Source: an optimization exercise on an open RTL-to-GDS flow (aim: small area and a short achievable clock period). Production flows keep margins and buffers that such runs may drop. In this exercise RTL edits were held to simulation tests only and were not proved equivalent to the original. No activity file was given, so power comes from the tool's default toggle rates.

the baseline:
Design mcdf, start of the top module:
module mcdf(
  input clk_i,
  input rstn_i,
  input [1:0]  cmd_i,
  input [8-1:0] cmd_addr_i,
  input [32-1:0] cmd_data_i,
  output[32-1:0] cmd_data_o,
  input [31:0] ch0_data_i,
  input  ch0_vld_i,
  input [31:0] ch1_data_i,
  input  ch1_vld_i,
  input [31:0] ch2_data_i,
  input  ch2_vld_i,
  output  ch0_ready_o,
  output  ch1_ready_o,
  output  ch2_ready_o,
  input  fmt_grant_i,
  output [1:0] fmt_chid_o,
  output fmt_req_o,
  output [5:0]  fmt_length_o,
  output [31:0] fmt_data_o,
  output fmt_start_o,
  output fmt_end_o );
reg [5:0] cfg0_r, cfg1_r, cfg2_r;      
reg [5:0] mar0_r, mar1_r, mar2_r;      
reg [5:0] rdata_r;                     
wire wr_cmd = (cmd_i == 2'b10);
wire rd_cmd = (cmd_i == 2'b01);
wire wr0 = wr_cmd & (cmd_addr_i == 8'h00);
wire wr1 = wr_cmd & (cmd_addr_i == 8'h04);
wire wr2 = wr_cmd & (cmd_addr_i == 8'h08);
wire [5:0] cfg0_nx = wr0 ? cmd_data_i[5:0] : cfg0_r;
wire [5:0] cfg1_nx = wr1 ? cmd_data_i[5:0] : cfg1_r;
wire [5:0] cfg2_nx = wr2 ? cmd_data_i[5:0] : cfg2_r;
wire [5:0] free0, free1, free2;
always @(posedge clk_i or negedge rstn_i) begin
  if (!rstn_i) begin
    cfg0_r <= 6'h07; cfg1_r <= 6'h07; cfg2_r <= 6'h07;
    mar0_r <= 6'd32; mar1_r <= 6'd32; mar2_r <= 6'd32;
    rdata_r <= 6'd0;
  end else begin
    cfg0_r <= cfg0_nx; cfg1_r <= cfg1_nx; cfg2_r <= cfg2_nx;
    mar0_r <= free0; mar1_r <= free1; mar2_r <= free2;
    if (rd_cmd)
      case (cmd_addr_i)
        8'h00: rdata_r <= cfg0_r;
        8'h04: rdata_r <= cfg1_r;
        8'h08: rdata_r <= cfg2_r;
  ...
For scale: about 8000 cells after synthesis, roughly 4600 flip-flops, roughly 220 I/O pins, roughly 0.16 mm2 of cells after synthesis.
export LEC_CHECK = 0
export CAP_MARGIN = 20
export CORE_MARGIN = 2
export CORE_UTILIZATION = 50
export CTS_CLUSTER_DIAMETER = 100
export CTS_CLUSTER_SIZE = 20
export SETUP_SLACK_MARGIN = 4.8
export SLEW_MARGIN = 20
create_clock -name core_clock -period 8.0 [get_ports {clk_i}]
run.sh (not shown) runs the stock make flow with config.mk's settings and CLKGATE_MAP_FILE= SYNTH_SCRIPT=/design/flow/synth_recipe.tcl, a recipe that flattens the netlist after the stock synthesis.
The following lists how the candidate was set up differently from the baseline:
diff --git a/flow/design.v b/flow/design.v
--- a/flow/design.v
+++ b/flow/design.v
@@ -2,23 +2,23 @@
   input             clk_i,
   input             rstn_i,
   input      [31:0] data_i,
   input             vld_i,
   input             en_next_i,    
   input             pop_req_i,    
   input             sel_next_i,   
   output            ready_o,
   output     [5:0]  free_o,       
   output            empty_o,
   output reg        val_o,        
-  output reg [31:0] rdata_o       
+  output     [31:0] rdata_o       
 );
 reg [31:0] mem [0:31];
 reg [3:0]  wlo_r;      
 reg [7:0]  whi_r;
 reg [3:0]  rlo_r;      
 reg [7:0]  rhi_r;
 reg [31:0] rs_r;       
 reg [5:0]  lag_r;      
 reg        push_r;     
 reg        pop_r;
 reg        full_r;
@@ -69,23 +69,23 @@
 end
 always @(posedge clk_i) begin
   for (k = 0; k < 32; k = k + 1)
     if (~full_r & wlo_r[k % 4] & whi_r[k / 4]) mem[k] <= data_i;
 end
 reg [31:0] rd;
 always @(*) begin
   rd = 32'd0;
   for (k = 0; k < 32; k = k + 1)
     rd = rd | (mem[k] & {32{rs_r[k]}});
 end
-always @(posedge clk_i) rdata_o <= rd;
+assign rdata_o = rd;
 assign free_o  = free;
 assign empty_o = empty_r;
 endmodule
 module mcdf(
   input clk_i,
   input rstn_i,
   input [1:0]  cmd_i,
   input [8-1:0] cmd_addr_i,
   input [32-1:0] cmd_data_i,
   output[32-1:0] cmd_data_o,
   input [31:0] ch0_data_i,
@@ -193,23 +193,24 @@
 reg [3:0] len_nx;
 always @(*) begin
   case (id_nx)
     2'b00:   len_nx = len_dec(cfg0_r[5:3]);
     2'b01:   len_nx = len_dec(cfg1_r[5:3]);
     2'b10:   len_nx = len_dec(cfg2_r[5:3]);
     default: len_nx = 4'b1000;
   endcase
 end
 wire        a2f_val  = |(sel_r & {val2, val1, val0});
 wire        bval_sel = |(sel_r & bval_r);
-wire [31:0] a2f_data = rd0 | rd1 | rd2;    
+reg  [31:0] a2f_data;
+always @(posedge clk_i) a2f_data <= rd0 | rd1 | rd2;    
 wire [31:0] buf_sel  = (buf0_r & {32{sel_r[0]}}) | (buf1_r & {32{sel_r[1]}}) |
                        (buf2_r & {32{sel_r[2]}});
 wire        take = ack & (a2f_val | bval_sel);    
 wire [31:0] din  = bval_sel ? buf_sel : a2f_data;
 wire eq_m2   = len_r[0] ? (cnt_rec_r == 6'd2)  :
                len_r[1] ? (cnt_rec_r == 6'd6)  :
                len_r[2] ? (cnt_rec_r == 6'd14) : (cnt_rec_r == 6'd30);
 wire eq_send = len_r[0] ? (cnt_sen_r == 6'd2)  :
                len_r[1] ? (cnt_sen_r == 6'd6)  :
                len_r[2] ? (cnt_sen_r == 6'd14) : (cnt_sen_r == 6'd30);
 always @(posedge clk_i or negedge rstn_i) begin
==> comparison <==
Looking at startpoint of the worst setup timing path, the chan2.nrdy_r result is from the baseline; the chan0.rs_r[14] one comes from the candidate.
In the candidate, ratio of cells with drive above 1 in the final layout is higher than in the baseline.
Measured against each other, the baseline and the candidate differ in number of inserted diodes, the higher figure coming from the candidate.
Comparing the baseline and the candidate, the lower initial cell density of the core is on the candidate.
The global router's overall resource usage in the candidate sits 11 points above the value recorded for the baseline.
Taking the baseline over the candidate, the via count ratio works out to 0.861.
Synthesized cell count on the candidate is down relative to the baseline.
Changes observed in the candidate relative to the baseline: combinational cell power went down by about 30%; leakage power held steady; fraction of the mapped netlist area in compound gates went up by 0.25 points; sequential power now smaller.

## re-timing with driven ports
The results above use ideal ports. As a check the final layouts listed here were re-extracted and re-timed, cells and wires unchanged. Step 1 sets driving cells, clkbuf_16 on the clock port and buf_2 on the other inputs (assumed; they add their load-dependent delay and slew). Step 2 adds t to the input delays and takes it off the output delays; t is the mean of the earliest and latest rising clock arrival at the registers after step 1. Input paths then give back, and output paths get back, about the clock's delay inside the block. Slacks: ideal / step 1 / step 2; pairs: ideal / step 1.
run	t (ns)	setup slack, ns	worst setup path at the end
the baseline	1.032	4.767 / 4.655 / 3.782	input to register
the candidate	1.065	4.520 / 4.520 / 3.954	input to register
After both steps every run listed still meets setup and hold. The setup slack of the baseline, which loses most, moves by -0.112 ns with the drivers and by -0.985 ns with both steps.
